This is an optimization exercise on Yosys and OpenROAD, whose aim is a short achievable clock period and few clock cycles, not a production implementation. Only the layout flow was run in this run; the RTL was not checked for function there. Power and IR drop assume default switching activity.

==> design/flow/design.v <==
`default_nettype none
module alu32(
    input [31:0] srcA, srcB,
    input [2:0] alu_control,
    output reg [31:0] alu_out,
    output reg alu_zero,
    output reg alu_less
);
  always @(*) begin  
    case (alu_control)
      3'b000: alu_out = srcA + srcB;  
      3'b001: alu_out = srcA - srcB;  
      3'b010: alu_out = srcA & srcB;  
      3'b011: alu_out = srcA >> srcB[4:0];  
      3'b100: begin  
        alu_out = {(srcA[31:24] + srcB[31:24]),
             (srcA[23:16] + srcB[23:16]),
             (srcA[15:8]  + srcB[15:8]),
             (srcA[7:0]   + srcB[7:0])};
      end
      3'b101: begin  
        alu_out = {((srcA[31:24] + srcB[31:24]) >> 1),
             ((srcA[23:16] + srcB[23:16]) >> 1),
             ((srcA[15:8]  + srcB[15:8])  >> 1),
             ((srcA[7:0]   + srcB[7:0])   >> 1)};
      end
      3'b110: alu_out = 32'b0;  
      default: alu_out = 32'b0;
    endcase
    alu_zero = (alu_out == 32'b0);
    alu_less = ($signed(srcA) < $signed(srcB));
  end
endmodule
module control_unit(
    input  [6:0] opcode,
    input  [2:0] funct3,
    input  [6:0] funct7,
    output reg       BranchBeq,
    output reg       BranchJal,
    output reg       BranchJalr,
    output reg       RegWrite,
    output reg       MemToReg,
    output reg       MemWrite,
    output reg [2:0] ALUControl,
    output reg       ALUSrc,
    output reg [2:0] immControl,
    output reg      BranchBLT
    );
localparam R_TYPE   = 7'b0110011;
localparam addi_instr   = 7'b0010011;
localparam lw_instr   = 7'b0000011;
localparam sw_instr   = 7'b0100011;
localparam beq_blt_instr   = 7'b1100011;  
localparam JAL      = 7'b1101111;
localparam JALR     = 7'b1100111;
localparam ADD_V    = 7'b0001011;
  always @(*) begin
    BranchBeq   = 0;
    BranchJal   = 0;
    BranchJalr  = 0;
    RegWrite    = 0;
    MemToReg    = 0;
    MemWrite    = 0;
    ALUControl  = 3'b000;
    ALUSrc      = 0;
    immControl  = 3'b000;
    BranchBLT   = 0;
    case (opcode)
      R_TYPE: begin
        RegWrite = 1;
        ALUSrc   = 0;
        if (funct3 == 3'b000) begin
          if (funct7 == 7'b0100000)
            ALUControl = 3'b001;  
          else
            ALUControl = 3'b000;  
        end
        else if (funct3 == 3'b111) begin
          ALUControl = 3'b010;  
        end
        else if (funct3 == 3'b101) begin
          ALUControl = 3'b011;  
        end
      end
      addi_instr: begin
        RegWrite = 1;
        ALUSrc   = 1;
        ALUControl = 3'b000;
        immControl = 3'b001;
      end
      lw_instr: begin
        RegWrite = 1;
        ALUSrc   = 1;
        MemToReg = 1;
        ALUControl = 3'b000;
        immControl = 3'b001;
      end
      sw_instr: begin
        MemWrite = 1;
        ALUSrc   = 1;
        ALUControl = 3'b000;
        immControl = 3'b010; 
      end
      beq_blt_instr: begin
        if (funct3 == 3'b000) begin  
          BranchBeq = 1;
          ALUControl = 3'b001; 
        end
        else if (funct3 == 3'b100) begin  
          BranchBLT = 1;
          ALUControl = 3'b110;  
        end
        immControl = 3'b011;
      end
      JAL: begin
        RegWrite  = 1;
        BranchJal = 1;
        ALUSrc = 1;
        immControl = 3'b101;
      end
      JALR: begin
        RegWrite  = 1;
        BranchJalr = 1;
        ALUSrc = 1;
        immControl = 3'b001;
      end
      ADD_V: begin
        RegWrite = 1;
        ALUSrc   = 0;
        if (funct3 == 3'b000) begin
          ALUControl = 3'b100;
        end
        else if (funct3 == 3'b001) begin
          ALUControl = 3'b101;
        end
      end
      default: begin
        RegWrite   = 0;
        MemToReg   = 0;
        MemWrite   = 0;
        BranchBeq  = 0;
        BranchJal  = 0;
        BranchJalr = 0;
        ALUSrc     = 0;
        ALUControl = 3'b000;
        immControl = 3'b000;
        BranchBLT  = 0;
      end
    endcase
  end
endmodule
module imm_decode(
    input  [31:0] instr,
    input  [2:0]  immControl,
    output reg [31:0] imm_out);
  always @(*) begin
    case (immControl)
      3'b000: imm_out = 0;  
      3'b001: imm_out =  {{20{instr[31]}}, instr[31:20]};  
      3'b010: imm_out = {{20{instr[31]}}, instr[31:25], instr[11:7]};  
      3'b011: imm_out = {{19{instr[31]}}, instr[31], instr[7], instr[30:25], instr[11:8], 1'b0};  
      3'b100: imm_out = {instr[31:12], 12'b0};  
      3'b101: imm_out = {{11{instr[31]}}, instr[31], instr[19:12], instr[20], instr[30:21], 1'b0};  
      default: imm_out = 32'b0;
    endcase
  end
endmodule
module reg_file(
  input clk,
  input regWrite,
  input [4:0] rs1, rs2, addressWrite,
  input [31:0] wd,
  output reg [31:0] rd1, rd2);
  reg [31:0] regs [31:0];
  always @(posedge clk) begin
    if (regWrite && (addressWrite != 0))
      regs[addressWrite] <= wd;
  end
  always @(*) begin
    rd1 = (rs1 == 0) ? 32'b0 : regs[rs1];
    rd2 = (rs2 == 0) ? 32'b0 : regs[rs2];
  end
endmodule
module mux2_1(
  input  [31:0] a, 
  input  [31:0] b, 
  input  select,
  output [31:0] y
);
  assign y = (select == 0) ? a : b;
endmodule
module pc_reg(
    input        clk,
    input        reset,
    input [31:0] out,
    output reg [31:0] pc
);
  always @(posedge clk) begin
    if (reset)
      pc <= 32'b0;
    else
      pc <= out;
  end
endmodule
module add_operation(
    input  [31:0] a,
    input  [31:0] b,
    output [31:0] y
);
    assign y = a + b;
endmodule
module and2(input a, b, output y);
    assign y = a & b;
endmodule
module or2(input a, b, output y);
    assign y = a | b;
endmodule
module or3(input a, b, c, output y);
    assign y = a | b | c;
endmodule
module processor( input         clk, reset,
                  output [31:0] PC,
                  input  [31:0] instruction,
                  output        WE,
                  output [31:0] address_to_mem,
                  output [31:0] data_to_mem,
                  input  [31:0] data_from_mem
);
wire [6:0]  opcode = instruction[6:0];
wire [2:0]  funct3 = instruction[14:12];
wire [6:0]  funct7 = instruction[31:25];
wire [4:0]  a1    = instruction[19:15];
wire [4:0]  a2    = instruction[24:20];
wire [4:0]  a3     = instruction[11:7];
wire RegWrite, MemToReg, MemWrite, ALUSrc, BranchJal, BranchJalr, BranchBeq, BranchJalrx, branchBLT;
wire [2:0] ALUControl, immControl;
wire alu_zero, alu_less;
wire [31:0] ALUOut;
control_unit cu_res (opcode, funct3, funct7, BranchBeq, BranchJal, BranchJalr, RegWrite, MemToReg, MemWrite, ALUControl, ALUSrc, immControl, branchBLT);
wire [31:0] imm_out;
imm_decode dec_res (instruction, immControl, imm_out);
wire [31:0] rd1, rd2, writeData;
reg_file reg_res (clk, RegWrite, a1, a2, a3, writeData, rd1, rd2);
wire [31:0] SrcA = rd1;
wire [31:0] SrcB;
mux2_1 alu_operand_mux (rd2, imm_out, ALUSrc, SrcB);
alu32 alu_res (SrcA, SrcB, ALUControl, ALUOut, alu_zero, alu_less);
assign WE             = MemWrite;
assign address_to_mem = ALUOut; 
assign data_to_mem    = rd2;
wire [31:0] PCplus4;
wire [31:0] jalr_target;
wire [31:0] regWriteData;
mux2_1 regWriteMux1 (ALUOut, PCplus4, BranchJalrx, jalr_target);
mux2_1 regWriteMux2 (jalr_target, data_from_mem, MemToReg, writeData);
wire [31:0] branchAdderOutput;
wire[31:0] branchTargetOutput;
add_operation branchAdder (imm_out, PC, branchAdderOutput);
mux2_1 branchTarget_mux (branchAdderOutput, ALUOut, BranchJalr, branchTargetOutput);
add_operation pcPlus4Adder (PC, 32'd4, PCplus4);
wire BranchOutcome;
wire[31:0] Pc_n;
mux2_1 leftestMux (PCplus4, branchTargetOutput, BranchOutcome, Pc_n);
pc_reg pc_register (clk, reset, Pc_n, PC);
or2 branchOrJalr (BranchJal, BranchJalr, BranchJalrx);
wire branchBeqAndZeroResult;
wire branchBLTandLessResult;
and2 branchAndZero (BranchBeq, alu_zero, branchBeqAndZeroResult);
and2 branchBltAndLess (branchBLT, alu_less, branchBLTandLessResult);
or3 branchOutcomeOrJal (branchBeqAndZeroResult, BranchJalrx, branchBLTandLessResult, BranchOutcome);
endmodule
`default_nettype wire
==> design/flow/run.sh <==
#!/bin/bash
# synth_recipe.tcl (not shown) runs the flow's synth.tcl, then flattens the netlist and writes it again
# the make line also repeats each setting of config.mk as NAME=value (left out here)
make -C /OpenROAD-flow-scripts/flow DESIGN_CONFIG=/design/flow/config.mk WORK_HOME=/design/flow/orfs CLKGATE_MAP_FILE= SYNTH_SCRIPT=/design/flow/synth_recipe.tcl finish
==> design/flow/config.mk <==
export PLATFORM = sky130hd
export DESIGN_NAME = processor
export DESIGN_NICKNAME = processor
export VERILOG_FILES = /design/flow/design.v
export SDC_FILE = /design/flow/constraint.sdc
export NUM_CORES = 4
export LEC_CHECK = 0
export CAP_MARGIN = 20
export CORE_MARGIN = 2
export CORE_UTILIZATION = 40
export SLEW_MARGIN = 20
==> design/flow/constraint.sdc <==
create_clock -name core_clock -period 11.0 [get_ports {clk}]
set_input_delay 2.2000 -clock core_clock [delete_from_list [all_inputs] [get_ports {clk}]]
set_output_delay 2.2000 -clock core_clock [all_outputs]
set_load 0.01 [all_outputs]
==> results.ini <==
[grt]
overflow=0
antenna_found_initial=3
grt_pass1_wl_mm=315
grt_pass1_vias=41472
grt_max_degree=61
grtUsageTotal_pct=29.5

[finish]
fillers=12626
antennaDiodeCount=0
nets=4607
largest_reg_flops=1024
syn_to_final_growth_pct=15.9
stdcell_count=6443
drive_above_1_share_pct=25.3

[drt]
vias_per_cell=6.70
post-route-drc-count=0
drtPass1Iterations=6
via_count=43162
top_layer_used=met4
drt-total-wl_mm=225
wl_met2_mm=102
antenna_left=0
wl_per_cell_um=35.0
wl_met3_mm=25.3
route.layer.met1.wl_mm=85.9
initialDrtViolationCount=6064

[timing]
maxSlewViolCount=0
setup-tns-final_ps=0
fin_skew_ps=47.4
timing.hold.ws_ps=598
fin_crit_ps=10710
hold_viol=0
min_period_over_period_pct=97.4
setup_violations=0
fmax_mhz=93.4
tightest_slew_ps=1140
rsz0062_at_grt=no
slew_headroom_pct=23.8

[placed_design]
routabilityCongestion=1.04
hpwl_mm=149
portBuffers=162
dp.cells=6248

[worst_setup_path]
path_class=primary input to primary output
critical_path_required_ps=8800
slowest_delay_ps=610
worstPathCellList=buf_8 -> buf_12 -> buf_12 -> buf_4 -> mux4_2 -> and2_1 -> a2111oi_2 -> o31a_1 -> ha_1 -> buf_4 -> o21a_1 -> o31a_1 -> o211ai_1 -> a21o_1 -> a211oi_1 -> buf_4 -> o311ai_0 -> nand3_1 -> nand2_1 -> o211ai_1 -> mux2i_1 -> o221ai_1 -> clkdlybuf4s50_1
worstPathMaxFanout=24
endpoint_kind=primary output
path_buf_inv=7
critPathArrivalTime_ps=8510
start_kind=primary input
slowest_stage=clkdlybuf4s50_1
crit_top_cell=buf_4
cpLargestDelayFamily=compound AO/OA/AOI/OAI gates

[die]
row_count=140
core_um2=146000
die_area_um2=150000
die_y_um=388
die_x_um=388
ios=163
start_util_pct=40.3

[yosys]
synth_area_um2=58800
synth_edf_count=1024
synth-seq-cells=1056
ys_top_cells_by_area=edfxtp_1 (52%), mux4_2 (19%), mux2i_1 (3.3%)
yosys_warnings=5
synth_top_area_cell=edfxtp_1
synth_top_area_share_pct=52.3
synth.distinct_cells=97
ys_seq_area_share_pct=53.4
synth_ff_type=edfxtp_1
synthCells=4105
netlist_top_cells_count=edfxtp_1 (1,024), mux4_2 (504), nor2_1 (263)
yosysMostFrequentCell=edfxtp_1
async_reset_ff_share_pct=0
avgSynthCellArea_um2=14.3

[clock_tree]
clockRootBuffer=clkbuf_16
clkTransAtPathRegs_ps=60
cts_htree_levels=3
cts_tree=done
clock_latency_ps=750
tritoncts.num_buffers=105
hold_buffers=0
clock-sinks=1056
cts_buffer_depth=3

[power_and_ir_drop]
irDropWorstVdd_v=0.000131
total_power_mw=11.6
p_per_area_nw_per_um2=170
leakagePower_nw=23.1

[worst_hold_path]
hold_class=flip-flop to flip-flop

[status]
status=complete, no violations

[run]
drv_cap=0

cell type report:
cell class / instances / area, µm² / share of cell area [%]
Clock buffer: 126 / 2770 / 4.06
Clock inverter: 68 / 634 / 0.930
Inverter: 128 / 482 / 0.706
Multi-Input combinational cell: 2667 / 26300 / 38.5
Sequential cell: 1056 / 31400 / 46.0
Tap cell: 1917 / 2400 / 3.52
Timing Repair Buffer: 481 / 4280 / 6.27
path summary, 6_finish.rpt:
kind                       start                 end  slack, ps  cells after the start
max              instruction[20]  address_to_mem[31]        290                     23
min            pc_register.pc[1]   pc_register.pc[1]        600                      2
max reg2reg  reg_res.regs[11][8]  pc_register.pc[17]       3820                     29
min reg2reg    pc_register.pc[1]   pc_register.pc[1]        600                      2
where the power goes:
group / internal [mW] / switching [mW] / total, mW
logic: 1.01 / 1.99 / 3.00
registers: 4.97 / 0.0234 / 5.00
clock network: 2.01 / 1.59 / 3.60
total: 8.00 / 3.60 / 11.6
through the flow:
stage          utilization [%]  setup slack [ps]  cell area, µm²
2_1_floorplan                -              21.5           58900
3_3_place_gp              44.4               269           64700
3_5_place_dp              44.4               304           64800
4_1_cts                   46.7               267           68200
5_1_grt                   46.7              35.1           68200
6_report                  46.7               289           68200
per-layer routing:
metal	vias to the layer above	track usage [%]
met2	3028	45.7
li1	17330	-
met1	22259	39.9
met5	-	0
met3	545	5.94
met4	0	14.1
worst min-delay path, stage by stage (launching register included):
cell	delay [ps]
dfxtp_1	360
mux2i_1	140
nor2_1	50
timing repair:
item                       CTS  global route
buffers inserted             0             1
setup endpoints to repair    0             2
resized for setup            0             4
logic make-up after synthesis:
kind of cell,after synthesis,synth area share [%]
xor+xnor,80,1.19
mux,728,23.2
simple gates,944,7.80
other cells,1,0.00637
buf+inv,413,3.02
flops,1056,53.4
compound gates,781,9.20
fa+ha+maj,102,2.25
cells in the final DEF (no fill, tap or decap), drive strengths merged, types with 33 or more instances in the layout:
cell type and count:
nand3 83, ha 96, xor2 33, mux2i 197
a221oi 33, edfxtp 1024, mux4 504, a211oi 40
nor2 266, and2 37, nor3 86, xnor2 47
clkdlybuf4s50 153, o21ai 151, inv 128, o22ai 46
clkinv 52, buf 328, a22oi 65, nand2 248
clkbuf 126, a21oi 160

## port drivers added, routing unchanged
In the flow no input, the clock included, has a driving cell. The finished layout below was timed again as built, in two steps.
Step 1: set_driving_cell puts a clkbuf_16 on clk and a buf_2 on each other input, an assumption about the parent block.
Step 2 also shifts input and output timing later by t, the mid clock arrival at the registers, as if the neighbouring blocks saw the same clock.
Slacks: ideal ports / drivers / drivers and shift; pairs: ideal ports / drivers.
t, ns: 0.815
setup WS [ns]: 0.289 / 0.236 / 0.236
pins driven straight from the clock port: 1
After both steps setup and hold are still met in this run. The setup slack of this run moves by -0.053 ns with the drivers and by -0.053 ns with both steps.
